This design comes from an exercise in tuning for small area on the open sky130 flow, not from production work.
Function was checked by simulation only, so behaviour that the tests miss may differ from the original.
No driver is modelled on the clock port, so clocking that relies on it looks cheaper here than on a real chip.
Power and IR drop assume default switching activity.

==> module READOUT, before the edit <==
module READOUT(
	input  wire        clk,
	input  wire        RST,
	input  wire        sys_tick,
	input  wire        SYS_CLK,
	input  wire        DVALID_BAR,
	input  wire        DOUT,
	input  wire [9:0]  fifo_cnt,
	input  wire [31:0] TINT,
	output wire        DXMIT_BAR,
	output wire        DCLK,
	output wire        done,
	output wire [63:0] data2pipe,
	output wire [31:0] fifo_th,
	output wire        fifo_flag
    );
	reg  [5:0]  st;
	reg         dvalid_old_n;
	reg  [39:0] doutreg;
	wire st_idle = (st == 6'd0);
	assign done      = &st;
	wire idle = st_idle | done;
	assign DXMIT_BAR = idle;
	assign DCLK      = SYS_CLK & (st > 6'd22);
	assign data2pipe = {24'd0, doutreg};
	always @(posedge clk or posedge RST)
		if (RST) begin
			st           <= 6'd0;
			dvalid_old_n <= 0;
		end else if (sys_tick) begin
			dvalid_old_n <= ~DVALID_BAR;
			if (idle && !DVALID_BAR && !dvalid_old_n)
				st <= 6'd22;
			else if (!st_idle)
				st <= st + 1'b1;
		end
	always @(posedge clk)
		if (sys_tick && !st_idle && st[5:1] != 5'b11111)
			doutreg <= {DOUT, doutreg[39:1]};
	wire z   = (TINT[31:17] == 15'd0);
	wire t1  = z && (TINT[16:0] < 17'd5000);
	wire t2  = z && (TINT[16:0] < 17'd10000);
	wire t3  = z && (TINT[16:0] < 17'd50000);
	wire t4  = z && (TINT[16:0] < 17'd100000);
	reg th8, th7, th5_n, th2_n;
	wire th5 = ~th5_n, th2 = ~th2_n;
	always @(posedge clk or posedge RST)
		if (RST) begin
			th8 <= 0; th7 <= 0; th5_n <= 0; th2_n <= 0;
		end else if (sys_tick) begin
			th8   <= t1;
			th7   <= t2;
			th5_n <= ~(t3 & ~t2);
			th2_n <= t4;
		end
	wire b6 = (th7 & ~th8) | (th5 & th2);
	wire [8:0] thv = {th8, th7, b6, th5, ~b6, (th7 & ~th8) | (~th7 & ~th5 & ~th2),
	                  th2, th5 & ~th2, ~th7 & ~th5 & ~th2};
	assign fifo_th   = {23'd0, thv};
	assign fifo_flag = fifo_cnt > {thv, 1'b0};
endmodule
export LEC_CHECK = 0
export CAP_MARGIN = 20
export CORE_MARGIN = 2
export CORE_UTILIZATION = 80
export PLACE_DENSITY = 0.9
export SLEW_MARGIN = 20
create_clock -name core_clock -period 10.0 [get_ports {clk}]
standard.sh (not shown) runs the stock make flow with config.mk's settings and CLKGATE_MAP_FILE= SYNTH_SCRIPT=/design/flow/synth_recipe.tcl, a recipe that flattens the netlist after the stock synthesis.
==> flow/flow/run.sh <==
#!/bin/bash
# ORFS layout (the standard.sh) with these changes:
# - synthesis maps logic with an area-oriented ABC script (flow/abc_area.script) and
#   leaves adders to ABC (no half/full adder cells); everything else in synthesis is
#   the standard flow's own script, so the registers are the same
# - port buffers are buf_1
# - one tie cell per constant value (no tie fanout repair)
# - the resizer may not use buffers larger than buf_6 (flow/dont_use.tcl)
set -euo pipefail
W=$(pwd)
{
  echo 'proc abc {args} {'
  echo '  set i [lsearch $args -script]'
  echo "  if {\$i >= 0} { set args [lreplace \$args \$i [expr {\$i+1}] -script $W/flow/abc_area.script] }"
  echo '  yosys abc {*}$args'
  echo '}'
  cat synth_recipe.tcl
} > my_synth.tcl
sed "s#SYNTH_SCRIPT=[^ ]*#SYNTH_SCRIPT=$W/my_synth.tcl#" standard.sh > my_standard.sh
grep -q "SYNTH_SCRIPT=$W/my_synth.tcl" my_standard.sh
export ADDER_MAP_FILE=
export BUFFER_PORTS_ARGS="-buffer_cell sky130_fd_sc_hd__buf_1"
export SKIP_REPAIR_TIE_FANOUT=1
export CTS_ARGS="-sink_clustering_enable -repair_clock_nets -buf_list sky130_fd_sc_hd__clkbuf_4 -root_buf sky130_fd_sc_hd__clkbuf_4 -dont_use_dummy_load"
for s in GLOBAL_PLACE RESIZE REPAIR_TIMING_POST_PLACE CTS GLOBAL_ROUTE DETAIL_ROUTE; do export PRE_${s}_TCL=$W/flow/dont_use.tcl; done
export POST_CTS_TCL=$W/flow/post_cts.tcl
bash my_standard.sh finish > standard.log 2>&1
==> flow/flow/abc_area.script <==
strash
dc2
&get -n
&st
&dch -f
&nf -R 1000 -C 32 -p
&st
&dch -f
&nf -R 1000 -C 32 -p
&put
topo
==> flow/flow/dont_use.tcl <==
# Keep the resizer from reaching for large buffers; it buffers with buf_2..buf_6.
set_dont_use {sky130_fd_sc_hd__buf_8 sky130_fd_sc_hd__buf_12 sky130_fd_sc_hd__buf_16 sky130_fd_sc_hd__bufbuf_8 sky130_fd_sc_hd__bufbuf_16 sky130_fd_sc_hd__clkbuf_16}
==> flow/flow/post_cts.tcl <==
estimate_parasitics -placement
set n_up 0
foreach inst [get_cells -hierarchical *] {
  if {[get_property $inst ref_name] != "sky130_fd_sc_hd__clkbuf_4"} { continue }
  set out [get_pins -of $inst -filter "direction == output"]
  set worst 0
  foreach p [get_pins -of [get_nets -of $out] -filter "direction == input"] {
    set s [get_property $p slew_max]
    if {$s > $worst} { set worst $s }
  }
  if {$worst > 0.110} {
    puts "upsizing [get_full_name $inst]: sink slew $worst"
    replace_cell $inst sky130_fd_sc_hd__clkbuf_8
    incr n_up
  }
}
if {$n_up > 0} {
  detailed_placement
  estimate_parasitics -placement
}
The baseline produced a clean layout.
==> next run, changes <==
--- a/flow/design.v
+++ b/flow/design.v
@@ -85,26 +85,25 @@
 			doutreg <= {DOUT, doutreg[39:1]};
 	wire z   = (TINT[31:17] == 15'd0);
 	wire t1  = z && (TINT[16:0] < 17'd5000);
 	wire t2  = z && (TINT[16:0] < 17'd10000);
 	wire t3  = z && (TINT[16:0] < 17'd50000);
 	wire t4  = z && (TINT[16:0] < 17'd100000);
-	reg th8, th7, th5_n, th2_n;
-	wire th5 = ~th5_n, th2 = ~th2_n;
+	reg th7, th5_n, th4, th3;
+	wire th5 = ~th5_n;
 	always @(posedge clk or posedge RST)
 		if (RST) begin
-			th8 <= 0; th7 <= 0; th5_n <= 0; th2_n <= 0;
+			th7 <= 0; th5_n <= 0; th4 <= 0; th3 <= 0;
 		end else if (sys_tick) begin
-			th8   <= t1;
 			th7   <= t2;
 			th5_n <= ~(t3 & ~t2);
-			th2_n <= t4;
+			th4   <= t1 | ~t2;
+			th3   <= (t2 & ~t1) | (t4 & ~t3);
 		end
-	wire b6 = (th7 & ~th8) | (th5 & th2);
-	wire [8:0] thv = {th8, th7, b6, th5, ~b6, (th7 & ~th8) | (~th7 & ~th5 & ~th2),
-	                  th2, th5 & ~th2, ~th7 & ~th5 & ~th2};
+	wire [8:0] thv = {th4 & th7, th7, ~th4, th5, th4, th3,
+	                  ~th7 & ~th3 & (th4 ^ th5), th4 & th5, th4 & th3};
 	assign fifo_th   = {23'd0, thv};
 	assign fifo_flag = fifo_cnt > {thv, 1'b0};
 endmodule
 `timescale 1ns / 1ps
 module FSM(
 	input  wire        clk,
What happened: The changed run produced a clean layout; wire length rises by 4.6%; clock-buffer cell count stays the same; via count went up by 1.6%; sequential share of layout area went down by 0.11 points; design area hardly moves; global-route usage rose by 2.4 points; worst setup slack gets worse by 420 ps; cell count stays flat; total power went up by 0.77%; synthesized cell count barely changes.

separate check: timing with driven ports:
The results above use ideal ports. As a check the final layouts listed here were re-extracted and re-timed, cells and wires unchanged. Step 1 sets driving cells, clkbuf_16 on the clock port and buf_2 on the other inputs (assumed; they add their load-dependent delay and slew). Step 2 times the ports against the registers' clock, not the clock port: input delays grow and output delays shrink by t, the midpoint of the rising clock arrivals with the driver on. Three values: ideal ports, drivers, drivers and shift; two values: the first two.
run | t, ns | setup WS [ns] | worst data-port slew with drivers (ns)
the first run | 0.374 | 3.251 / 3.251 / 3.251 | 0.06
the second run | 0.367 | 2.828 / 2.828 / 2.828 | 0.04
After both steps every run listed still meets setup and hold.
